Context: an optimization exercise on an open-source flow, tuned for small area, a short achievable clock period and few clock cycles. The choices shown serve that exercise and are no tape-out recipe.
The RTL was checked by simulation tests, not by an equivalence proof against the original design.
Power figures rest on the tool's default switching activity, not on a simulated workload.

<file path="flow/design.v">
module twb #(parameter RW = 14, parameter PW = 20) (
    input  signed [RW-1:0] r1,
    input  signed [RW-1:0] r2,
    input  ben, bneg, cen, cneg, den, e16, e32, fen, f8, fneg,
    input  [5:0] kr,
    input  [5:0] ki,
    output [PW-1:0] sr, cr,
    output [PW-1:0] si, ci
);
wire signed [PW-1:0] x1 = r1, x2 = r2;
wire fpos = ~fneg;
wire [PW-1:0] a1 = {x1[PW-7:0], kr};
wire [PW-1:0] a2 = {x2[PW-7:0], ki};
wire [PW-1:0] b1 = ({PW{ben}} & x1) ^ {PW{bneg}};
wire [PW-1:0] b2 = ({PW{ben}} & x2) ^ {PW{bneg}};
wire [PW-1:0] c1 = ({PW{cen}} & (x1 <<< 2)) ^ {PW{cneg}};
wire [PW-1:0] c2 = ({PW{cen}} & (x2 <<< 2)) ^ {PW{cneg}};
wire [PW-1:0] d1 = ({PW{den}} & (x1 <<< 4)) ^ {PW{den}};
wire [PW-1:0] d2 = ({PW{den}} & (x2 <<< 4)) ^ {PW{den}};
wire [PW-1:0] e1 = ({PW{e16}} & (x1 <<< 4)) | ({PW{e32}} & (x1 <<< 5));
wire [PW-1:0] e2 = ({PW{e16}} & (x2 <<< 4)) | ({PW{e32}} & (x2 <<< 5));
wire [PW-1:0] g1 = {PW{fen}} & (f8 ? (x1 <<< 3) : (x1 <<< 2));
wire [PW-1:0] g2 = {PW{fen}} & (f8 ? (x2 <<< 3) : (x2 <<< 2));
csa6 #(.W(PW)) ur (.t1(a1), .t2(b1), .t3(c1), .t4(d1), .t5(e2), .t6(g2 ^ {PW{fneg}}), .s(sr), .c(cr));
csa6 #(.W(PW)) ui (.t1(a2), .t2(b2), .t3(c2), .t4(d2), .t5(~e1), .t6(g1 ^ {PW{fpos}}), .s(si), .c(ci));
endmodule
module csa6 #(parameter W = 20) (
    input  [W-1:0] t1, t2, t3, t4, t5, t6,
    output [W-1:0] s, c
);
wire [W-1:0] s1 = t1 ^ t2 ^ t3;
wire [W-1:0] c1 = {((t1 & t2) | (t1 & t3) | (t2 & t3)), 1'b0};
wire [W-1:0] s2 = t4 ^ t5 ^ t6;
wire [W-1:0] c2 = {((t4 & t5) | (t4 & t6) | (t5 & t6)), 1'b0};
wire [W-1:0] s3 = s1 ^ c1 ^ s2;
wire [W-1:0] c3 = {((s1 & c1) | (s1 & s2) | (c1 & s2)), 1'b0};
assign s = s3 ^ c3 ^ c2;
assign c = {((s3 & c3) | (s3 & c2) | (c3 & c2)), 1'b0};
endmodule
module tpa #(parameter W = 14) (
    input  signed [W-2:0] vr,
    input  signed [W-2:0] vi,
    input  e,
    output [W-1:0] r1,
    output [W-1:0] r2
);
wire signed [W-1:0] xr = vr, xi = vi;
assign r1 = xr + ({W{e}} & xi);
wire [W:0] t = {xi, 1'b1} + {({W{e}} & ~xr), e};
assign r2 = t[W:1];
endmodule
module bfd #(parameter W = 13) (
    input  [W-1:0] tr, ti, vr, vi,
    input  [1:0] w,
    output [W-1:0] fr, fi
);
wire nx = w[1] ^ w[0], px = ~nx;
wire [W:0] zx = {tr, 1'b1} + {~vr, px};
wire [W-1:0] x = zx[W:1] ^ {W{nx}};
wire [W-1:0] y = ti - vi;
assign fr = w[1] ? y : x;
assign fi = w[1] ? x : y;
endmodule
module t45 (
    input  signed [22:0] x,
    input  e,
    output [27:0] s, c
);
wire signed [27:0] y = x;
wire [27:0] g = {28{e}} & y;
wire [27:0] t1 = {y[21:0], 4'b0000, e, 1'b0};    
wire [27:0] t2 = g;
wire [27:0] t3 = ~{g[25:0], 2'b00} & {28{e}};
wire [27:0] t4 = ~{g[23:0], 4'b0000} & {28{e}};
wire [27:0] s1 = t1 ^ t2 ^ t3;
wire [27:0] c1 = {((t1 & t2) | (t1 & t3) | (t2 & t3)), 1'b0};
assign s = s1 ^ c1 ^ t4;
assign c = {((s1 & c1) | (s1 & t4) | (c1 & t4)), 1'b0};
endmodule
module twb2 #(parameter RW = 22, parameter PW = 27) (
    input  signed [RW-1:0] r1,
    input  signed [RW-1:0] r2,
    input  k2, k4, cj,
    output [PW-1:0] sr, cr,
    output [PW-1:0] si, ci
);
wire signed [PW-1:0] x1 = r1, x2 = r2;
wire en = k2 | k4;
wire [1:0] kr = {k2 | k4, k2}, ki = {k2 | k4, k2 & ~cj};
wire [PW-1:0] a1 = {x1[PW-7:0], 4'b0000, kr};
wire [PW-1:0] a2 = {x2[PW-7:0], 4'b0000, ki};
wire [PW-1:0] b1 = ({PW{en}} & x1) ^ {PW{k2}};
wire [PW-1:0] b2 = ({PW{en}} & x2) ^ {PW{k2}};
wire [PW-1:0] c1 = ~(x1 <<< 2) & {PW{en}};
wire [PW-1:0] c2 = ~(x2 <<< 2) & {PW{en}};
wire [PW-1:0] d1 = ~(x1 <<< 4) & {PW{k4}};
wire [PW-1:0] d2 = ~(x2 <<< 4) & {PW{k4}};
wire [PW-1:0] e2 = (x2 <<< 5) & {PW{k2}};         
wire [PW-1:0] e1 = ~(x1 <<< 5) & {PW{k2}};        
wire [PW-1:0] f2 = ~(x2 <<< 3) & {PW{k2}};        
wire [PW-1:0] f1 = (x1 <<< 3) & {PW{k2}};         
csa6 #(.W(PW)) ur (.t1(a1), .t2(b1), .t3(c1), .t4(d1), .t5(e2), .t6(f2), .s(sr), .c(cr));
csa6 #(.W(PW)) ui (.t1(a2), .t2(b2), .t3(c2), .t4(d2), .t5(e1), .t6(f1), .s(si), .c(ci));
endmodule
module FFT(
input clk,
input rst_n,
input in_valid,
input signed [11:0] din_r,
input signed [11:0] din_i,
output out_valid,
output signed [15:0] dout_r,
output signed [15:0] dout_i
);
integer k;
function [21:0] tc1;
    input [3:0] n;
    case (n)
        4'd0: tc1 = 22'b0000000000_000000_000010;   
        4'd1: tc1 = 22'b1100010101_000010_000010;   
        4'd2: tc1 = 22'b1111001111_000011_000011;   
        4'd3: tc1 = 22'b1010101100_000001_000011;   
        4'd4: tc1 = 22'b1011100000_000010_000100;   
        4'd5: tc1 = 22'b1010101100_000001_000010;   
        4'd6: tc1 = 22'b1111001111_000011_000010;   
        4'd7: tc1 = 22'b1100010101_000010_000001;   
        4'd8: tc1 = 22'b0000000000_000000_000010;   
        4'd9: tc1 = 22'b1100010101_000010_000010;   
        4'd10: tc1 = 22'b1111001111_000011_000011;   
        4'd11: tc1 = 22'b1010101100_000001_000011;   
        4'd12: tc1 = 22'b1011100000_000010_000100;   
        4'd13: tc1 = 22'b1010101100_000001_000010;   
        4'd14: tc1 = 22'b1111001111_000011_000010;   
        4'd15: tc1 = 22'b1100010101_000010_000001;   
        default: tc1 = 22'd0;
    endcase
endfunction
function [0:0] ts1;
    input [3:0] n;
    case (n)
        4'd0: ts1 = 1'b0;
        4'd1: ts1 = 1'b0;
        4'd2: ts1 = 1'b0;
        4'd3: ts1 = 1'b0;
        4'd4: ts1 = 1'b0;
        4'd5: ts1 = 1'b1;
        4'd6: ts1 = 1'b1;
        4'd7: ts1 = 1'b1;
        4'd8: ts1 = 1'b0;
        4'd9: ts1 = 1'b0;
        4'd10: ts1 = 1'b0;
        4'd11: ts1 = 1'b0;
        4'd12: ts1 = 1'b0;
        4'd13: ts1 = 1'b1;
        4'd14: ts1 = 1'b1;
        4'd15: ts1 = 1'b1;
        default: ts1 = 1'd0;
    endcase
endfunction
function [0:0] te1;
    input [3:0] n;
    case (n)
        4'd0: te1 = 1'b0;
        4'd1: te1 = 1'b0;
        4'd2: te1 = 1'b0;
        4'd3: te1 = 1'b0;
        4'd4: te1 = 1'b1;
        4'd5: te1 = 1'b0;
        4'd6: te1 = 1'b0;
        4'd7: te1 = 1'b0;
        4'd8: te1 = 1'b0;
        4'd9: te1 = 1'b0;
        4'd10: te1 = 1'b0;
        4'd11: te1 = 1'b0;
        4'd12: te1 = 1'b1;
        4'd13: te1 = 1'b0;
        4'd14: te1 = 1'b0;
        4'd15: te1 = 1'b0;
        default: te1 = 1'd0;
    endcase
endfunction
function [1:0] wr1;
    input [3:0] n;
    case (n)
        4'd0: wr1 = 2'b00;
        4'd1: wr1 = 2'b00;
        4'd2: wr1 = 2'b00;
        4'd3: wr1 = 2'b00;
        4'd4: wr1 = 2'b00;
        4'd5: wr1 = 2'b11;
        4'd6: wr1 = 2'b11;
        4'd7: wr1 = 2'b11;
        4'd8: wr1 = 2'b10;
        4'd9: wr1 = 2'b10;
        4'd10: wr1 = 2'b10;
        4'd11: wr1 = 2'b10;
        4'd12: wr1 = 2'b10;
        4'd13: wr1 = 2'b01;
        4'd14: wr1 = 2'b01;
        4'd15: wr1 = 2'b01;
        default: wr1 = 2'd0;
    endcase
endfunction
function [21:0] tc2;
    input [2:0] n;
    case (n)
        3'd0: tc2 = 22'b0000000000_000000_000010;   
        3'd1: tc2 = 22'b1111001111_000011_000011;   
        3'd2: tc2 = 22'b1011100000_000010_000100;   
        3'd3: tc2 = 22'b1111001111_000011_000010;   
        3'd4: tc2 = 22'b0000000000_000000_000010;   
        3'd5: tc2 = 22'b1111001111_000011_000011;   
        3'd6: tc2 = 22'b1011100000_000010_000100;   
        3'd7: tc2 = 22'b1111001111_000011_000010;   
        default: tc2 = 22'd0;
    endcase
endfunction
function [0:0] ts2;
    input [2:0] n;
    case (n)
        3'd0: ts2 = 1'b0;
        3'd1: ts2 = 1'b0;
        3'd2: ts2 = 1'b0;
        3'd3: ts2 = 1'b1;
        3'd4: ts2 = 1'b0;
        3'd5: ts2 = 1'b0;
        3'd6: ts2 = 1'b0;
        3'd7: ts2 = 1'b1;
        default: ts2 = 1'd0;
    endcase
endfunction
function [0:0] te2;
    input [2:0] n;
    case (n)
        3'd0: te2 = 1'b0;
        3'd1: te2 = 1'b0;
        3'd2: te2 = 1'b1;
        3'd3: te2 = 1'b0;
        3'd4: te2 = 1'b0;
        3'd5: te2 = 1'b0;
        3'd6: te2 = 1'b1;
        3'd7: te2 = 1'b0;
        default: te2 = 1'd0;
    endcase
endfunction
function [1:0] wr2;
    input [2:0] n;
    case (n)
        3'd0: wr2 = 2'b00;
        3'd1: wr2 = 2'b00;
        3'd2: wr2 = 2'b00;
        3'd3: wr2 = 2'b11;
        3'd4: wr2 = 2'b10;
        3'd5: wr2 = 2'b10;
        3'd6: wr2 = 2'b10;
        3'd7: wr2 = 2'b01;
        default: wr2 = 2'd0;
    endcase
endfunction
function te2k;
    input [2:0] n;
    case (n)
        3'd0: te2k = 1'b0;
        3'd1: te2k = 1'b0;
        3'd2: te2k = 1'b1;
        3'd3: te2k = 1'b0;
        3'd4: te2k = 1'b0;
        3'd5: te2k = 1'b0;
        3'd6: te2k = 1'b1;
        3'd7: te2k = 1'b0;
        default: te2k = 1'b0;
    endcase
endfunction
function [21:0] tc3;
    input [1:0] n;
    case (n)
        2'd0: tc3 = 22'b0000000000_000000_000010;   
        2'd1: tc3 = 22'b1011100000_000010_000100;   
        2'd2: tc3 = 22'b0000000000_000000_000010;   
        2'd3: tc3 = 22'b1011100000_000010_000100;   
        default: tc3 = 22'd0;
    endcase
endfunction
function [0:0] ts3;
    input [1:0] n;
    case (n)
        2'd0: ts3 = 1'b0;
        2'd1: ts3 = 1'b0;
        2'd2: ts3 = 1'b0;
        2'd3: ts3 = 1'b0;
        default: ts3 = 1'd0;
    endcase
endfunction
function [0:0] te3;
    input [1:0] n;
    case (n)
        2'd0: te3 = 1'b0;
        2'd1: te3 = 1'b1;
        2'd2: te3 = 1'b0;
        2'd3: te3 = 1'b1;
        default: te3 = 1'd0;
    endcase
endfunction
function [1:0] wr3;
    input [1:0] n;
    case (n)
        2'd0: wr3 = 2'b00;
        2'd1: wr3 = 2'b00;
        2'd2: wr3 = 2'b10;
        2'd3: wr3 = 2'b10;
        default: wr3 = 2'd0;
    endcase
endfunction
reg [6:0] cnt;       
reg       ov;
localparam CW = 32;
function [CW-1:0] ctlf;
    input [6:0] c;
    reg [6:0] i1, i2, i3, i4, i5, ja, jb, n1, n2, n3;
    begin
        i1 = c - 7'd1;  n1 = c + 7'd1;
        i2 = c - 7'd18; n2 = c - 7'd16;
        i3 = c - 7'd27; n3 = c - 7'd25;
        i4 = c - 7'd32;
        i5 = c - 7'd35;
        ja = c - 7'd36;
        jb = c - 7'd51;
        ctlf = {i1[4], n1[3:0], te1(n1[3:0]) & ~n1[4], wr1(i1[3:0]),         
                i2[3], n2[2:0], te2(n2[2:0]) & ~n2[3], wr2(i2[2:0]),         
                i3[2], n3[1:0], te3(n3[1:0]) & ~n3[2], wr3(i3[1:0]),         
                i4[1], i4[0], 1'b0,                                 
                i5[0], ja[4] & ~ja[0], jb[3] & ~jb[1],              
                ~i1[4], ~i2[3], ~i3[2], 2'd0};
    end
endfunction
reg [CW-1:0] ctl;
always @(posedge clk or negedge rst_n) begin
    if (!rst_n) begin
        cnt <= 7'd0;
        ov  <= 1'b0;
        ctl <= ctlf(7'd0);
    end else begin
        if ((cnt != 7'd0 || in_valid) && cnt != 7'd127) cnt <= cnt + 7'd1;
        ctl <= (cnt != 7'd0 || in_valid) ? ctlf(cnt + 7'd1) : ctlf(7'd0);
        ov  <= (cnt >= 7'd57);     
    end
end
assign out_valid = ov;
wire       ph1 = ctl[31];
wire [3:0] m1  = ctl[30:27];
wire       e1  = ctl[26];
wire [1:0] w1  = ctl[25:24];
wire       ph2 = ctl[23];
wire [2:0] m2  = ctl[22:20];
wire       e2  = ctl[19];
wire [1:0] w2  = ctl[18:17];
wire       ph3 = ctl[16];
wire [1:0] m3  = ctl[15:14];
wire       e3  = ctl[13];
wire [1:0] w3  = ctl[12:11];
wire       ph4 = ctl[10];
wire [1:0] w4  = {ctl[9], 1'b0};
wire       ph5 = ctl[7];
wire       sela = ctl[6];
wire       selb = ctl[5];
wire       pa1 = ~ctl[4];
wire       pa2 = ~ctl[3];
wire       pa3 = ~ctl[2];
reg signed [11:0] xr, xi;
always @(posedge clk) begin
    xr <= din_r;
    xi <= din_i;
end
reg signed [12:0] d1r [0:13];
reg signed [12:0] d1i [0:13];
reg signed [13:0] d1r14, d1i14, d1r15, d1i15;
wire signed [12:0] t1r = d1r15[12:0], t1i = d1i15[12:0];
wire signed [12:0] f1r, f1i;
bfd #(.W(13)) bf1 (.tr(t1r), .ti(t1i), .vr({xr[11], xr}), .vi({xi[11], xi}), .w(w1), .fr(f1r), .fi(f1i));
always @(posedge clk) begin
    d1r[0] <= ph1 ? f1r : {xr[11], xr};
    d1i[0] <= ph1 ? f1i : {xi[11], xi};
    for (k = 1; k < 14; k = k + 1) begin
        d1r[k] <= d1r[k-1];
        d1i[k] <= d1i[k-1];
    end
    d1r14 <= r1r; d1i14 <= r1i;
    d1r15 <= d1r14; d1i15 <= d1i14;
end
wire [13:0] r1r, r1i;
tpa #(.W(14)) ta1 (.vr(d1r[13]), .vi(d1i[13]), .e(e1), .r1(r1r), .r2(r1i));
reg [21:0] a1c;
reg a1s;
always @(posedge clk) begin
    a1c <= tc1(m1); a1s <= ts1(m1);
end
wire [19:0] b1sr, b1cr, b1si, b1ci;
twb #(.RW(14), .PW(20)) tw1 (.r1(d1r14), .r2(d1i14),
    .ben(a1c[21]), .bneg(a1c[20]), .cen(a1c[19]), .cneg(a1c[18]), .den(a1c[17]),
    .e16(a1c[16]), .e32(a1c[15]), .fen(a1c[14]), .f8(a1c[13]), .fneg(a1c[12]),
    .kr(a1c[11:6]), .ki(a1c[5:0]), .sr(b1sr), .cr(b1cr), .si(b1si), .ci(b1ci));
reg [19:0] q1sr, q1cr, q1si, q1ci;
reg q1s;
always @(posedge clk) begin
    q1sr <= b1sr; q1cr <= b1cr; q1si <= b1si; q1ci <= b1ci;
    q1s <= a1s;
end
wire [19:0] g1ar = pa1 ? {t1r[12], t1r, 6'd0} : q1sr, g1br = pa1 ? {xr[11], xr[11], xr, 6'd0} : q1cr;
wire [19:0] g1ai = pa1 ? {t1i[12], t1i, 6'd0} : q1si, g1bi = pa1 ? {xi[11], xi[11], xi, 6'd0} : q1ci;
wire [19:0] h1r = g1ar + g1br, h1i = g1ai + g1bi;
wire cj1 = q1s & ~ph1;
reg signed [19:0] o1r, o1i;
always @(posedge clk) begin
    o1r <= h1r;
    o1i <= h1i ^ {20{cj1}};
end
reg signed [20:0] d2r [0:5];
reg signed [20:0] d2i [0:5];
reg signed [21:0] d2r6, d2i6, d2r7, d2i7;
wire signed [20:0] t2r = d2r7[20:0], t2i = d2i7[20:0];
wire signed [20:0] f2r, f2i;
bfd #(.W(21)) bf2 (.tr(t2r), .ti(t2i), .vr({o1r[19], o1r}), .vi({o1i[19], o1i}), .w(w2), .fr(f2r), .fi(f2i));
always @(posedge clk) begin
    d2r[0] <= ph2 ? f2r : o1r;
    d2i[0] <= ph2 ? f2i : o1i;
    for (k = 1; k < 6; k = k + 1) begin
        d2r[k] <= d2r[k-1];
        d2i[k] <= d2i[k-1];
    end
    d2r6 <= r2r; d2i6 <= r2i;
    d2r7 <= d2r6; d2i7 <= d2i6;
end
wire [21:0] r2r, r2i;
tpa #(.W(22)) ta2 (.vr(d2r[5]), .vi(d2i[5]), .e(e2), .r1(r2r), .r2(r2i));
reg a2k2, a2k4;
reg a2s;
always @(posedge clk) begin
    a2k2 <= m2[0];        
    a2k4 <= te2k(m2); a2s <= ts2(m2);
end
wire [26:0] b2sr, b2cr, b2si, b2ci;
twb2 #(.RW(22), .PW(27)) tw2 (.r1(d2r6), .r2(d2i6), .k2(a2k2), .k4(a2k4), .cj(a2s),
    .sr(b2sr), .cr(b2cr), .si(b2si), .ci(b2ci));
reg [26:0] q2sr, q2cr, q2si, q2ci;
reg q2s;
always @(posedge clk) begin
    q2sr <= b2sr; q2cr <= b2cr; q2si <= b2si; q2ci <= b2ci;
    q2s <= a2s;
end
wire [26:0] g2ar = pa2 ? {t2r, 6'd0} : q2sr, g2br = pa2 ? {o1r[19], o1r, 6'd0} : q2cr;
wire [26:0] g2ai = pa2 ? {t2i, 6'd0} : q2si, g2bi = pa2 ? {o1i[19], o1i, 6'd0} : q2ci;
wire [26:0] h2r = g2ar + g2br, h2i = g2ai + g2bi;
wire cj2 = q2s & ~ph2;
reg signed [20:0] o2r, o2i;
always @(posedge clk) begin
    o2r <= h2r[26:6];
    o2i <= h2i[26:6] ^ {21{cj2}};
end
reg signed [21:0] d3r [0:1];
reg signed [21:0] d3i [0:1];
reg signed [22:0] d3r2, d3i2, d3r3, d3i3;
wire signed [21:0] t3r = d3r3[21:0], t3i = d3i3[21:0];
wire signed [21:0] f3r, f3i;
bfd #(.W(22)) bf3 (.tr(t3r), .ti(t3i), .vr({o2r[20], o2r}), .vi({o2i[20], o2i}), .w(w3), .fr(f3r), .fi(f3i));
always @(posedge clk) begin
    d3r[0] <= ph3 ? f3r : o2r;
    d3i[0] <= ph3 ? f3i : o2i;
    d3r[1] <= d3r[0];
    d3i[1] <= d3i[0];
    d3r2 <= r3r; d3i2 <= r3i;
    d3r3 <= d3r2; d3i3 <= d3i2;
end
wire [22:0] r3r, r3i;
tpa #(.W(23)) ta3 (.vr(d3r[1]), .vi(d3i[1]), .e(e3), .r1(r3r), .r2(r3i));
reg a3k;
always @(posedge clk) a3k <= te3(m3);
wire [27:0] b3sr, b3cr, b3si, b3ci;
t45 tm3r (.x(d3r2), .e(a3k), .s(b3sr), .c(b3cr));
t45 tm3i (.x(d3i2), .e(a3k), .s(b3si), .c(b3ci));
wire [6:0] l3r = b3sr[5:0] + b3cr[5:0], l3i = b3si[5:0] + b3ci[5:0];
reg [21:0] q3sr, q3cr, q3si, q3ci;
reg q3lr, q3li;
always @(posedge clk) begin
    q3sr <= b3sr[27:6]; q3cr <= b3cr[27:6]; q3si <= b3si[27:6]; q3ci <= b3ci[27:6];
    q3lr <= l3r[6]; q3li <= l3i[6];
end
wire [21:0] g3ar = pa3 ? t3r : q3sr, g3br = pa3 ? {o2r[20], o2r} : q3cr;
wire [21:0] g3ai = pa3 ? t3i : q3si, g3bi = pa3 ? {o2i[20], o2i} : q3ci;
wire [22:0] u3r = {g3ar, 1'b1} + {g3br, q3lr & ~pa3}, u3i = {g3ai, 1'b1} + {g3bi, q3li & ~pa3};
wire [27:0] h3r = {u3r[22:1], 6'd0}, h3i = {u3i[22:1], 6'd0};
reg signed [21:0] o3r, o3i;
always @(posedge clk) begin
    o3r <= h3r[27:6];
    o3i <= h3i[27:6];
end
reg signed [21:0] d4r [0:1];
reg signed [21:0] d4i [0:1];
wire signed [21:0] t4r = d4r[1], t4i = d4i[1];
wire signed [21:0] s4r = t4r + o3r, s4i = t4i + o3i;
wire signed [21:0] f4r, f4i;
bfd #(.W(22)) bf4 (.tr(t4r), .ti(t4i), .vr(o3r), .vi(o3i), .w(w4), .fr(f4r), .fi(f4i));
reg signed [21:0] o4r, o4i;
always @(posedge clk) begin
    d4r[0] <= ph4 ? f4r : o3r;
    d4i[0] <= ph4 ? f4i : o3i;
    d4r[1] <= d4r[0];
    d4i[1] <= d4i[0];
    o4r <= ph4 ? s4r : t4r;
    o4i <= ph4 ? s4i : t4i;
end
reg signed [21:0] d5r, d5i;
wire signed [21:0] s5r = d5r + o4r, s5i = d5i + o4i;
wire signed [21:0] f5r = d5r - o4r, f5i = d5i - o4i;
always @(posedge clk) begin
    d5r <= ph5 ? f5r : o4r;
    d5i <= ph5 ? f5i : o4i;
end
wire [31:0] o5 = ph5 ? {s5r[21:6], s5i[21:6]} : {d5r[21:6], d5i[21:6]};
reg [31:0] ba [0:14];
wire [31:0] outa = sela ? o5 : ba[14];
always @(posedge clk) begin
    ba[0] <= sela ? ba[14] : o5;
    for (k = 1; k < 15; k = k + 1) ba[k] <= ba[k-1];
end
reg [31:0] bb [0:5];
wire [31:0] outb = selb ? outa : bb[5];
always @(posedge clk) begin
    bb[0] <= selb ? bb[5] : outa;
    for (k = 1; k < 6; k = k + 1) bb[k] <= bb[k-1];
end
reg [31:0] dout;
always @(posedge clk) dout <= outb;
assign dout_r = dout[31:16];
assign dout_i = dout[15:0];
endmodule
</file>
<file path="flow/flow/run.sh">
#!/bin/bash
# Layout flow: the standard flow (standard.sh, its synthesis unchanged)
# with these settings:
#   - 60% core utilization, placement density 0.7;
#   - repair_timing aiming for 8.35 ns of setup slack on the design's
#     12 ns clock (the clock and constraints themselves are unchanged),
#     on the worst 20% of the endpoints that miss that;
#   - clock tree sinks clustered 30 at a time within 80 um;
#   - port buffers made from buf_4 cells.
# Full tool output goes to standard.log (and ORFS's per-step logs under orfs/).
set -e
bash standard.sh CORE_UTILIZATION=60 PLACE_DENSITY=0.7 \
    SETUP_SLACK_MARGIN=8.35 TNS_END_PERCENT=20 \
    CTS_CLUSTER_SIZE=30 CTS_CLUSTER_DIAMETER=80 \
    'BUFFER_PORTS_ARGS=-buffer_cell sky130_fd_sc_hd__buf_4' finish > standard.log 2>&1
</file>
<file path="flow/standard.sh">
#!/bin/bash
# synth_recipe.tcl (not shown) runs the flow's synth.tcl, then flattens the netlist and writes it again
# the make line also repeats each setting of config.mk as NAME=value (left out here)
make -C /OpenROAD-flow-scripts/flow DESIGN_CONFIG=/design/flow/config.mk WORK_HOME=/design/flow/orfs CLKGATE_MAP_FILE= SYNTH_SCRIPT=/design/flow/synth_recipe.tcl "${@:-finish}"
</file>
<file path="flow/config.mk">
export PLATFORM = sky130hd
export DESIGN_NAME = FFT
export DESIGN_NICKNAME = FFT
export VERILOG_FILES = /design/flow/design.v
export SDC_FILE = /design/flow/constraint.sdc
export NUM_CORES = 4
export LEC_CHECK = 0
export CAP_MARGIN = 20
export CORE_MARGIN = 2
export CORE_UTILIZATION = 60
export PLACE_DENSITY = 0.7
export SLEW_MARGIN = 20
</file>
<file path="flow/constraint.sdc">
create_clock -name core_clock -period 12.0 [get_ports {clk}]
set_input_delay 2.4000 -clock core_clock [delete_from_list [all_inputs] [get_ports {clk}]]
set_output_delay 2.4000 -clock core_clock [all_outputs]
set_load 0.01 [all_outputs]
</file>
==> results_dict.tcl, run 1 <==
set metrics [dict create \
    synth-seq-cells 2279 \
    rsz0062_at_grt "true" \
    worst_pin_slew_ps 1030 \
    crit_chain "buf_6" \
    ir_worst_vdd_uv 166 \
    portBuffers 59 \
    vias_per_cell 5.42 \
    synth_xor_area_frac 0.0650 \
    grt_pass1_vias 58305 \
    drt-total-wl_mm 211 \
    path_clk_slew_ps 110 \
    finalHoldViolCount 0 \
    area_growth_pct 7.89 \
    yosys.area.top_type "dfxtp_1" \
    place_ws_ps 7160 \
    min_delay_path_depth 0 \
    dr.pass1.iters 5 \
    start_util 0.605 \
    synth-compound-area-share 0.101 \
    synth_fa_ha_area_frac 0.171 \
    fin_crit_sh 0.314 \
    synth_top_family_by_area "adder cells" \
    via_count 58208 \
    r2r_end "o3r[20]" \
    wl_per_cell_microns 19.6 \
    layout-drive-gt1-share 0.0771 \
    cp.arrival_ps 1360 \
    period_minus_slack_ps 3760 \
    antenna_found_initial 7 \
    min_to "d4i[1][15]" \
    cp-end-kind "primary output" \
    seq_area_frac_synth 0.498 \
    die_area_sq_mm 0.156 \
    overflow 0 \
    critical_path_required_ps 9600 \
    ios 60 \
    ff2ff_setup_slack_ps 8310 \
    crit_family "flip-flops" \
    synth_cell_type_count 91 \
    synth-main-ff-cell "dfxtp_1" \
    p_per_area_mw_per_mm2 257 \
    syn_area_per_cell_sq_um 10.6 \
    die_w_microns 396 \
    fin_ws_ps 8240 \
    placed_cells 10521 \
    reg2regPathDepth 15 \
    synth_edf_count 0 \
    clock_latency_ps 790 \
    ctsHoldBuffers 0 \
    fin_setup_tns_ps 0 \
    fillCellCount 12060 \
    cts_num_sinks 2279 \
    timing.max_cap.violations 0 \
    cts_buffer_depth 3 \
    critPathKind "register to primary output" \
    fp.dieH_microns 396 \
    track_usage 0.267 \
    fin_nets 9683 \
    syn_inst 8659 \
    startpoint_type "register" \
    drtIter0Drc 3779 \
    slew_headroom 0.310 \
    synthArstFlopShare 0.0127 \
    dp_hpwl_mm 159 \
    path_max_fanout 1 \
    status "complete, no violations" \
    rows 143 \
    reg2reg_from "ctl[2]" \
    final-setup-viol-count 0 \
    syn-cell-area_sq_mm 0.0920 \
    cts_max_level 3 \
    yosysWarnings 21 \
    root_buffer "clkbuf_16" \
    synth_top_area_frac 0.490 \
    crit_slowest_cell "dfrtp_2" \
    layout_common_cells "dfxtp_1, inv_1, nor2_1, ha_1, nand2_1" \
    hold_start "d4i[0][15]" \
    clock.fmax_ghz 0.266 \
    drc 0 \
    numCtsBuffers 105 \
    synthMuxAreaShare 0.0296 \
    skew_ps 51.3 \
    core_sq_mm 0.152 \
    slowest_delay_ps 460 \
    grt_pass1_wl_mm 326 \
    min_path_type "register to register" \
    final_common_cell "dfxtp_1" \
    final-max-slew-violation-count 0 \
    syn_nets 9695 \
    gp_congestion 0.953 \
    grt_max_degree 96 \
    crit_buf_inv 1 \
    synth.area.top_cells "dfxtp_1, fa_1, ha_1" \
    instances_no_fill 10740 \
    ant_nets 0 \
    leakage_nw 44.2 \
    dpl_cell_area_sq_mm 0.0943 \
    cts_tree "done" \
    yosys.area_share.simple 0.0927 \
    post-route-cell-area_sq_mm 0.0992 \
]
[registers in the layout, summed over array words and instances, names as in the netlist, 23 cells and up]
register,count
ba,480
bb,192
d1i,182
d1r,182
d2i,126
d2r,126
d3i,44
d3r,44
d4i,44
d4r,44
dout,32
q2ci,25
q2cr,25
q2si,25
q2sr,25
d3i2,23
d3r2,23
[layer usage]
metal  wire (microns)  track usage  vias to the layer above
met4            11400        0.124                        2
li1                 -            -                    28229
met5               15            0                        -
met3             9700       0.0309                      410
met1            88100        0.335                    28071
met2           101000        0.460                     1496
[how the worst max path moves through the flow]
stage / endpoint / cells past startpoint / from
after global placement: o2r[19] / 14 / ctl[3]
after CTS: d4r[0][21] / 13 / o3i[2]
after detailed placement: o2r[20] / 13 / ctl[3]
after floorplan: q2si[23] / 12 / a2k2
after global routing: d2r6[21] / 14 / ctl[19]
final: out_valid / 1 / ov
[cells by family (layout without fill, tap and decap cells)]
kind of cell    after synthesis  in the layout
compound gates             1507           1507
xor+xnor                    680            680
fa+ha+maj                  1011           1011
buf+inv                    1043           1092
flops                      2279           2279
mux                         251            251
other cells                   0              2
simple gates               1888           1888
[per-stage QoR]
stage / power (mW) / utilization / hold WS (ps)
5_1_grt: 27.2 / 0.652 / 313
2_1_floorplan: 18.1 / - / 310
3_5_place_dp: 21.0 / 0.620 / 312
4_1_cts: 25.5 / 0.648 / 306
3_3_place_gp: 20.7 / 0.620 / 310
6_report: 25.5 / 0.652 / 315
[synth_stat cells, drive strengths merged, types with 104 or more instances]
master and instances:
o21ai 440, xnor2 520, a21o 108, inv 765, ha 593, xor2 160
dfxtp 2250, clkbuf 218, nand2 539, nor2 735, nor2b 104, a21oi 467
mux2 168, fa 416, and2 160
[timing repair]
action,4_1_cts,5_1_grt
cloned,5,2
setup buffers,25,17
pin swaps,12,32
gates resized for setup,84,114
endpoints found under the setup margin,259,166
[report_power, final]
group	total, mW	switching [mW]	internal, mW
clock	4.41	2.60	1.81
sequential	11.8	1.42	10.4
combinational	9.26	5.34	3.92
total	25.5	9.36	16.1
[area by class of cell]
type	count	area [sq um]	share of cell area
Antenna cell	2	5.00	0.0000504
Clock buffer	117	2740	0.0276
Clock inverter	51	872	0.00879
Inverter	771	2900	0.0292
Multi-Input combinational cell	5337	42900	0.433
Sequential cell	2279	45800	0.462
Tap cell	2030	2540	0.0256
Timing Repair Buffer	152	1430	0.0144
Timing Repair inverter	1	5.00	0.0000504
Testbench counts, summed over its fixed seeds: cycles 22,784.
==> run 2, diff against run 1 <==
--- a/flow/flow/run.sh
+++ b/flow/flow/run.sh
@@ -2,5 +2,5 @@
 # Layout flow: the standard flow (standard.sh, its synthesis unchanged)
 # with these settings:
-#   - 60% core utilization, placement density 0.7;
+#   - 60% core utilization, placement density 0.8;
 #   - repair_timing aiming for 8.35 ns of setup slack on the design's
 #     12 ns clock (the clock and constraints themselves are unchanged),
@@ -10,5 +10,5 @@
 # Full tool output goes to standard.log (and ORFS's per-step logs under orfs/).
 set -e
-bash standard.sh CORE_UTILIZATION=60 PLACE_DENSITY=0.7 \
+bash standard.sh CORE_UTILIZATION=60 PLACE_DENSITY=0.8 \
     SETUP_SLACK_MARGIN=8.35 TNS_END_PERCENT=20 \
     CTS_CLUSTER_SIZE=30 CTS_CLUSTER_DIAMETER=80 \
--- a/flow/config.mk
+++ b/flow/config.mk
@@ -9,4 +9,4 @@
 export CORE_MARGIN = 2
 export CORE_UTILIZATION = 60
-export PLACE_DENSITY = 0.7
+export PLACE_DENSITY = 0.8
 export SLEW_MARGIN = 20
==> results_dict.tcl, run 2 <==
set metrics [dict create \
    status "complete, no violations" \
    p_comb_frac 0.365 \
    slew_headroom 0.342 \
    synth_cell_type_count 91 \
    seq_power_share 0.465 \
    cts_num_sinks 2279 \
    clock.fmax_ghz 0.263 \
    p_per_area_mw_per_mm2 256 \
    dpl_cell_area_sq_mm 0.0943 \
    vias_per_cell 5.48 \
    critPathKind "register to primary output" \
    drt-total-wl_mm 208 \
    root_buffer "clkbuf_16" \
    min_path_type "register to register" \
    slowest_delay_ps 480 \
    regMostFlops "ba" \
    fin_setup_tns_ps 0 \
    rows 143 \
    reg_top3 "ba (480), bb (192)" \
    grt_pass1_vias 59337 \
    p_int_mw 16.1 \
    startpoint_type "register" \
    numCtsBuffers 103 \
    crit_chain "buf_6" \
    synth-main-ff-cell "dfxtp_1" \
    synth_edf_count 0 \
    area_growth_pct 8.24 \
    portBuffers 59 \
    seq_area_frac_synth 0.498 \
    p_sw_mw 9.34 \
    die_w_microns 396 \
    cts_tree "done" \
    skew_ps 44.1 \
    final_common_cell "dfxtp_1" \
    antenna_found_initial 4 \
    hold_slack_ps 290 \
    syn_inst 8659 \
    synth_top_area_frac 0.490 \
    yosys.area.top_type "dfxtp_1" \
    synth.most_common_cell "dfxtp_1" \
    ir_worst_vdd_uv 171 \
    cp-end-kind "primary output" \
    track_usage 0.262 \
    overflow 0 \
    ios 60 \
    layout_common_cells "dfxtp_1, inv_1, nor2_1, ha_1, nand2_1" \
    final_util 0.655 \
    cts_max_level 3 \
    timing.max_cap.violations 0 \
    start_util 0.605 \
    final-setup-viol-count 0 \
    drtIter0Drc 3951 \
    ant_nets 0 \
    cts_buffer_depth 3 \
    period_minus_slack_ps 3800 \
    drc 0 \
    fin_nets 9710 \
    pwr-share-clk 0.170 \
    dr.pass1.iters 6 \
    crit_slowest_cell "dfrtp_2" \
    rsz0062_at_grt "true" \
    post-route-cell-area_sq_mm 0.0995 \
    largest_register_ff_count 480 \
    leakage_nw 44.3 \
    dp_hpwl_mm 155 \
    synthArstFlopShare 0.0127 \
    crit_buf_inv 1 \
    clock_latency_ps 780 \
    cp.arrival_ps 1400 \
    antenna_cells 0 \
    instances_no_fill 10761 \
    critical_path_required_ps 9600 \
    crit_family "flip-flops" \
    via_count 58921 \
    core_sq_mm 0.152 \
    path_clk_slew_ps 110 \
    grt_pass1_wl_mm 323 \
    fp.dieH_microns 396 \
    die_area_sq_mm 0.156 \
    wl_per_cell_microns 19.3 \
    syn-cell-area_sq_mm 0.0920 \
    final-max-slew-violation-count 0 \
    synth-seq-cells 2279 \
    worst_pin_slew_ps 986 \
    fin_crit_sh 0.317 \
    yosysWarnings 21 \
    placed_cells 10522 \
    path_max_fanout 1 \
    syn_nets 9695 \
    switching_share 0.367 \
    syn_area_per_cell_sq_um 10.6 \
    layout-drive-gt1-share 0.0811 \
    finalHoldViolCount 0 \
    synth.area.top_cells "dfxtp_1, fa_1, ha_1" \
    gp_congestion 0.932 \
    synth_commonest_cells "dfxtp_1, inv_1, nor2_1, ha_1, nand2_1" \
    grt_max_degree 92 \
]
## run 2: changes by cell type in the layout (fill, tap and decap cells not counted), sizes merged
cell,before,now
buf,145,170
clkinvlp,3,8
clkinv,26,22
clkbuf,120,117
bufinv,1,3
diode,2,0
inv,793,791
## run 2: worst paths after layout
check	start	end	slack [ps]	cells past startpoint
worst max-delay path	ov	out_valid	8200	1
worst min-delay path	ba[6][12]	ba[7][12]	290	0
worst max register to register	o4r[2]	d5r[20]	8310	13
worst min register to register	ba[6][12]	ba[7][12]	290	0
max in group asynchronous	rst_n	ctl[26]	10000	1
min in group asynchronous	rst_n	ctl[13]	1570	1
## run 2: cell type report
type                            instances  area [sq um]
Timing Repair Buffer                  181          1800
Fill cell                           11468         52500
Timing Repair inverter                  1          5.00
Tap cell                             2030          2540
Clock buffer                          110          2640
Inverter                              771          2910
Clock inverter                         52           840
Multi-Input combinational cell       5337         43000
Sequential cell                      2279         45800
## run 2: power groups by stage
stage                     Combinational (mW)  Clock, mW  Sequential [mW]
after floorplan                         6.82          0             11.3
after global placement                  8.73          0             11.9
after detailed placement                8.99          0             12.0
after CTS                               9.13       4.42             11.9
after global routing                    10.4       4.68             12.1
final                                   9.30       4.34             11.8
## run 2: logic make-up (layout without fill, tap and decap cells)
| group | after synthesis | in the layout | synth area share |
|---|---|---|---|
| DFF | 2279 | 2279 | 0.498 |
| muxes | 251 | 251 | 0.0296 |
| adders and majority gates | 1011 | 1011 | 0.171 |
| AOI/OAI and AO/OA | 1507 | 1507 | 0.101 |
| buffers and inverters | 1043 | 1115 | 0.0426 |
| and+or+nand+nor | 1888 | 1888 | 0.0927 |
| xor gates and xnor gates | 680 | 680 | 0.0650 |
## run 2: per-stage QoR
stage	worst slack, ps	total power, mW
after floorplan	8280	18.1
after global placement	7010	20.6
after CTS	8130	25.4
after global routing	8090	27.1
final	8200	25.5
after detailed placement	7020	21.0
## run 2: what timing repair did
action                     CTS  global route
setup buffers               28            37
gates resized for setup    100           130
pin swaps                   15            52
gates cloned                 5             7
hold buffers                 0             0
setup endpoints to repair  279           200
## run 2: layer usage
metal	share of wire	track usage
met5	0.00011	0
met4	0.054	0.125
met3	0.050	0.0332
met2	0.49	0.461
met1	0.40	0.317
==> run 3, diff against run 2 <==
==> flow/flow/run.sh (replaced) <==
#!/bin/bash
# Layout flow: the standard flow (standard.sh, its synthesis unchanged)
# with these settings:
#   - 60% core utilization, placement density 0.7;
#   - repair_timing aiming for 8.35 ns of setup slack on the design's
#     12 ns clock (the clock and constraints themselves are unchanged),
#     on the worst 20% of the endpoints that miss that;
#   - clock tree sinks clustered 28 at a time within 90 um;
#   - port buffers made from buf_4 cells.
# Full tool output goes to standard.log (and ORFS's per-step logs under orfs/).
set -e
bash standard.sh CORE_UTILIZATION=60 PLACE_DENSITY=0.7 \
    SETUP_SLACK_MARGIN=8.35 TNS_END_PERCENT=20 \
    CTS_CLUSTER_SIZE=28 CTS_CLUSTER_DIAMETER=90 SKIP_GATE_CLONING=1 \
    'BUFFER_PORTS_ARGS=-buffer_cell sky130_fd_sc_hd__buf_4' finish > standard.log 2>&1
--- a/flow/config.mk
+++ b/flow/config.mk
@@ -9,4 +9,4 @@
 export CORE_MARGIN = 2
 export CORE_UTILIZATION = 60
-export PLACE_DENSITY = 0.8
+export PLACE_DENSITY = 0.7
 export SLEW_MARGIN = 20
==> results_dict.tcl, run 3 <==
set metrics [dict create \
    crit_buf_inv 1 \
    path_clk_slew_ps 100 \
    period_minus_slack_ps 3770 \
    synth_top_family_by_area "adder cells" \
    leakage_nw 43.9 \
    skew_ps 45.2 \
    synth_commonest_cells "dfxtp_1, inv_1, nor2_1, ha_1, nand2_1" \
    root_buffer "clkbuf_16" \
    synth-compound-area-share 0.101 \
    fin_crit_sh 0.314 \
    clock.fmax_ghz 0.266 \
    final-max-slew-violation-count 0 \
    slew_headroom 0.307 \
    synth_top_area_frac 0.490 \
    synth_cell_type_count 91 \
    die_w_microns 396 \
    rsz0062_at_grt "true" \
    grt-busiest-layer "met2" \
    drt-total-wl_mm 210 \
    grt_pass1_wl_mm 325 \
    synthMuxAreaShare 0.0296 \
    crit_family "flip-flops" \
    final_common_cell "dfxtp_1" \
    cts_tree "done" \
    syn_nets 9695 \
    yosys.area_share.simple 0.0927 \
    largest_register_ff_count 480 \
    min_path_type "register to register" \
    dpl_cell_area_sq_mm 0.0943 \
    cp-end-kind "primary output" \
    syn_area_per_cell_sq_um 10.6 \
    core_sq_mm 0.152 \
    layout_common_cells "dfxtp_1, inv_1, nor2_1, ha_1, nand2_1" \
    synth-main-ff-cell "dfxtp_1" \
    area_growth_pct 7.17 \
    syn_inst 8659 \
    synthArstFlopShare 0.0127 \
    fp.dieH_microns 396 \
    drtIter0Drc 3755 \
    overflow 0 \
    finalHoldViolCount 0 \
    reg2regPathDepth 16 \
    final-setup-viol-count 0 \
    dp_hpwl_mm 159 \
    min_to "d2i[4][15]" \
    dr.pass1.iters 6 \
    min_delay_path_depth 0 \
    portBuffers 59 \
    critical_path_required_ps 9600 \
    grt_use_met3 0.0293 \
    reg2reg_from "ctl[19]" \
    start_util 0.605 \
    cts_max_level 3 \
    worst_pin_slew_ps 1040 \
    post-route-cell-area_sq_mm 0.0986 \
    p_per_area_mw_per_mm2 255 \
    startpoint_type "register" \
    via_count 58033 \
    ir_worst_vdd_uv 156 \
    vias_per_cell 5.42 \
    rows 143 \
    cp.arrival_ps 1370 \
    hold_start "d2i[3][15]" \
    fin_setup_tns_ps 0 \
    crit_slowest_cell "dfrtp_2" \
    timing.max_cap.violations 0 \
    antenna_found_initial 7 \
    synth_fa_ha_area_frac 0.171 \
    yosys.area.top_type "dfxtp_1" \
    gp_congestion 0.953 \
    synth.most_common_cell "dfxtp_1" \
    track_usage 0.267 \
    slowest_delay_ps 460 \
    grt_max_degree 96 \
    clock_latency_ps 780 \
    r2r_end "d2i6[19]" \
    critPathKind "register to primary output" \
    regMostFlops "ba" \
    ant_nets 0 \
    drc 0 \
    gr-usage-met2 0.459 \
    path_max_fanout 1 \
    ios 60 \
    reg_top3 "ba (480), bb (192)" \
    crit_chain "buf_6" \
    synth_xor_area_frac 0.0650 \
    seq_area_frac_synth 0.498 \
    cts_num_sinks 2279 \
    cts_buffer_depth 3 \
    status "complete, no violations" \
    synth.area.top_cells "dfxtp_1, fa_1, ha_1" \
    gr-usage-met1 0.336 \
    fin_nets 9674 \
    ff2ff_setup_slack_ps 8290 \
    die_area_sq_mm 0.156 \
    syn-cell-area_sq_mm 0.0920 \
    grt_pass1_vias 58127 \
    wl_per_cell_microns 19.6 \
    numCtsBuffers 98 \
    synth_edf_count 0 \
    layout-drive-gt1-share 0.0735 \
    synth-seq-cells 2279 \
    yosysWarnings 21 \
]
run 3: routing by layer:
metal  up-vias  part of all wire
li1      28169                 -
met1     28069              0.42
met2      1374              0.48
met3       419             0.043
met4         2             0.054
met5         -          0.000062
run 3: kinds of logic after synthesis:
family                     Yosys count
muxes                              251
and+or+nand+nor                   1888
adders and majority gates         1011
buffers and inverters             1043
AOI/OAI and AO/OA                 1507
DFF                               2279
xor gates and xnor gates           680
run 3: report_power, final:
part | internal [mW] | total [mW] | switching (mW)
combinational | 3.91 | 9.25 | 5.34
sequential | 10.4 | 11.8 | 1.42
clock | 1.67 | 4.04 | 2.38
total | 16.0 | 25.1 | 9.14
run 3: through the flow:
| step | setup slack [ps] | utilization | total power [mW] | hold WS (ps) | instances |
|---|---|---|---|---|---|
| 6_report | 8230 | 0.648 | 25.1 | 316 | 10711 |
| 5_1_grt | 8160 | 0.648 | 26.9 | 320 | 10709 |
| 4_1_cts | 8130 | 0.644 | 25.1 | 319 | 10693 |
| 3_5_place_dp | 7160 | 0.620 | 21.0 | 312 | 10521 |
| 3_3_place_gp | 7220 | 0.620 | 20.7 | 310 | 10521 |
| 2_1_floorplan | 8280 | - | 18.1 | 310 | 8659 |
run 3: worst max-delay path by stage:
stage          startpoint         to  slack, ps  cells past startpoint
3_5_place_dp       ctl[3]    o2r[20]       7160                     13
2_1_floorplan        a2k2   q2si[23]       8280                     12
5_1_grt            ctl[2]    o3r[20]       8160                     18
3_3_place_gp       ctl[3]    o2r[19]       7220                     14
6_report               ov  out_valid       8230                      1
4_1_cts           ctl[26]  d1i14[12]       8130                     14
run 3: cell type report:
cell class / count / area [sq um]
fillers: 12099 / 53500
flip-flops and latches: 2279 / 45800
multi-input cells: 5337 / 42900
inverters: 771 / 2900
clock buffers: 112 / 2560
well taps: 2030 / 2540
repair buffers: 151 / 1350
clock inverters: 29 / 477
diodes: 2 / 5.00
run 3: timing repair:
action,CTS,global route
pin swaps,14,32
hold buffers,0,0
gates resized for setup,86,109
gates cloned,0,0
buffers inserted,31,16
endpoints found under the setup margin,261,162
==> run 4, diff against run 3 <==
--- a/flow/flow/run.sh
+++ b/flow/flow/run.sh
@@ -12,4 +12,4 @@
 bash standard.sh CORE_UTILIZATION=60 PLACE_DENSITY=0.7 \
     SETUP_SLACK_MARGIN=8.35 TNS_END_PERCENT=20 \
-    CTS_CLUSTER_SIZE=28 CTS_CLUSTER_DIAMETER=90 SKIP_GATE_CLONING=1 \
+    CTS_CLUSTER_SIZE=28 CTS_CLUSTER_DIAMETER=90 \
     'BUFFER_PORTS_ARGS=-buffer_cell sky130_fd_sc_hd__buf_4' finish > standard.log 2>&1
==> results_dict.tcl, run 4 <==
set metrics [dict create \
    crit_chain "buf_6" \
    seq_area_frac_synth 0.498 \
    status "complete, no violations" \
    dr.pass1.iters 5 \
    layout_common_cells "dfxtp_1, inv_1, nor2_1, ha_1, nand2_1" \
    synth-seq-cells 2279 \
    area_growth_pct 7.20 \
    fin_nets 9673 \
    fin_setup_tns_ps 0 \
    root_buffer "clkbuf_16" \
    clock_latency_ps 770 \
    synth.most_common_cell "dfxtp_1" \
    via_count 58195 \
    finalHoldViolCount 0 \
    dp_hpwl_mm 159 \
    synth_cell_type_count 91 \
    placed_cells 10521 \
    cts_tree "done" \
    grt_pass1_vias 58085 \
    syn_nets 9695 \
    crit_family "flip-flops" \
    cts_max_level 3 \
    numCtsBuffers 98 \
    drc 0 \
    instances_no_fill 10712 \
    layout-drive-gt1-share 0.0731 \
    yosys.area.top_type "dfxtp_1" \
    gp_congestion 0.953 \
    syn_area_per_cell_sq_um 10.6 \
    leakage_nw 43.9 \
    yosysWarnings 21 \
    portBuffers 59 \
    regMostFlops "ba" \
    grt_pass1_wl_mm 325 \
    antenna_found_initial 6 \
    fillCellCount 12099 \
    fp.dieH_microns 396 \
    power_mw 25.2 \
    place_ws_ps 7160 \
    critPathKind "register to primary output" \
    syn-cell-area_sq_mm 0.0920 \
    rows 143 \
    cts_num_sinks 2279 \
    path_max_fanout 1 \
    final_common_cell "dfxtp_1" \
    drtIter0Drc 3396 \
    synth_top_area_frac 0.490 \
    slowest_delay_ps 470 \
    start_util 0.605 \
    cp.arrival_ps 1370 \
    crit_slowest_cell "dfrtp_2" \
    fin_ws_ps 8230 \
    die_w_microns 396 \
    grt_max_degree 96 \
    period_minus_slack_ps 3770 \
    synth-main-ff-cell "dfxtp_1" \
    crit_buf_inv 1 \
    ir_worst_vdd_uv 157 \
    worst_pin_slew_ps 1020 \
    synth.area.top_cells "dfxtp_1, fa_1, ha_1" \
    synthArstFlopShare 0.0127 \
    synth_edf_count 0 \
    die_area_sq_mm 0.156 \
    synth_commonest_cells "dfxtp_1, inv_1, nor2_1, ha_1, nand2_1" \
    syn_inst 8659 \
    path_clk_slew_ps 100 \
    cp-end-kind "primary output" \
    clock.fmax_ghz 0.265 \
    core_sq_mm 0.152 \
    largest_register_ff_count 480 \
    skew_ps 43.1 \
    overflow 0 \
    startpoint_type "register" \
    ant_nets 0 \
    rsz0062_at_grt "true" \
    final-setup-viol-count 0 \
    wl_per_cell_microns 19.6 \
    ios 60 \
    timing.max_cap.violations 0 \
    drt-total-wl_mm 210 \
    vias_per_cell 5.43 \
    p_per_area_mw_per_mm2 255 \
    min_path_type "register to register" \
    critical_path_required_ps 9600 \
    track_usage 0.266 \
    reg_top3 "ba (480), bb (192)" \
    slew_headroom 0.317 \
    fin_crit_sh 0.314 \
    cts_buffer_depth 3 \
    final-max-slew-violation-count 0 \
]
==> run 4: cell families after synthesis <==
group | count (synthesis) | synth area share
AO/OA/AOI/OAI | 1507 | 0.101
XOR/XNOR | 680 | 0.0650
adder cells (fa/ha/maj) | 1011 | 0.171
buffers and inverters | 1043 | 0.0426
flip-flops | 2279 | 0.498
multiplexers | 251 | 0.0296
AND/OR/NAND/NOR | 1888 | 0.0927
==> run 4: power breakdown <==
group | leakage (nW) | switching (mW) | internal [mW] | total, mW
sequential | 19.2 | 1.42 | 10.4 | 11.8
clock | 1.47 | 2.38 | 1.67 | 4.05
combinational | 23.2 | 5.34 | 3.92 | 9.26
==> run 4: cell type report <==
type                       count  area (sq um)  area share
sequential                  2279         45800       0.465
multi-input combinational   5337         42900       0.435
inverter                     771          2900      0.0294
clock buffer                 112          2560      0.0259
tap                         2030          2540      0.0258
timing repair buffer         149          1400      0.0141
clock inverter                29           477     0.00484
antenna                        4          10.0    0.000102
timing repair inverter         1          5.00   0.0000508
==> run 4: worst paths after layout <==
path | to | depth (start not counted) | startpoint | slack (ps)
max | out_valid | 1 | ov | 8230
min | d2i[4][15] | 0 | d2i[3][15] | 320
max reg2reg | d2i6[19] | 16 | ctl[19] | 8290
min reg2reg | d2i[4][15] | 0 | d2i[3][15] | 320
max in group asynchronous | ctl[3] | 1 | rst_n | 9940
min in group asynchronous | ctl[2] | 1 | rst_n | 1610
==> run 4: per-stage QoR <==
stage	instance area, sq um	util	hold slack, ps
5_1_grt	98600	0.648	320
2_1_floorplan	92000	-	310
4_1_cts	98000	0.645	319
3_3_place_gp	94300	0.620	310
6_report	98600	0.648	317
3_5_place_dp	94300	0.620	312
==> run 4: per-layer routing <==
metal / GRT usage / up-vias / wire [microns]
met5: 0 / - / 13
met4: 0.123 / 2 / 10900
met3: 0.0294 / 418 / 9380
met2: 0.459 / 1392 / 102000
met1: 0.336 / 28201 / 87900
li1: - / 28182 / -
==> run 4: what timing repair did <==
action / CTS / global route
hold buffers: 0 / 0
buffers inserted: 25 / 15
pin swaps: 14 / 29
endpoints found under the setup margin: 261 / 161
gates cloned: 5 / 1
resized for setup: 84 / 107

-- separate check: timing with driven ports --
No port has a modelled driver above. Below, the same layouts with a new extraction and two added sets of constraints. Step 1, drivers: a clkbuf_16 drives clk and a buf_2 each remaining input, both assumed. Step 2 moves the port delays by t, midway between the first and last clock arrival at a register: inputs arrive t later, outputs are due t later. That takes back most of the time a late clock gives input paths. Three values: ideal ports, drivers, drivers and shift; two values: the first two.
run | t (ns) | setup WS [ns] | cell pins on the clock port's net
run 1 | 0.845 | 8.237 / 8.157 / 7.891 | 1
run 2 | 0.845 | 8.197 / 8.116 / 7.862 | 1
run 3 | 0.838 | 8.234 / 8.150 / 7.888 | 1
run 4 | 0.835 | 8.229 / 8.147 / 7.881 | 1
After both steps every run listed still meets setup and hold. The setup slack of run 4, which loses most, moves by -0.082 ns with the drivers and by -0.348 ns with both steps.
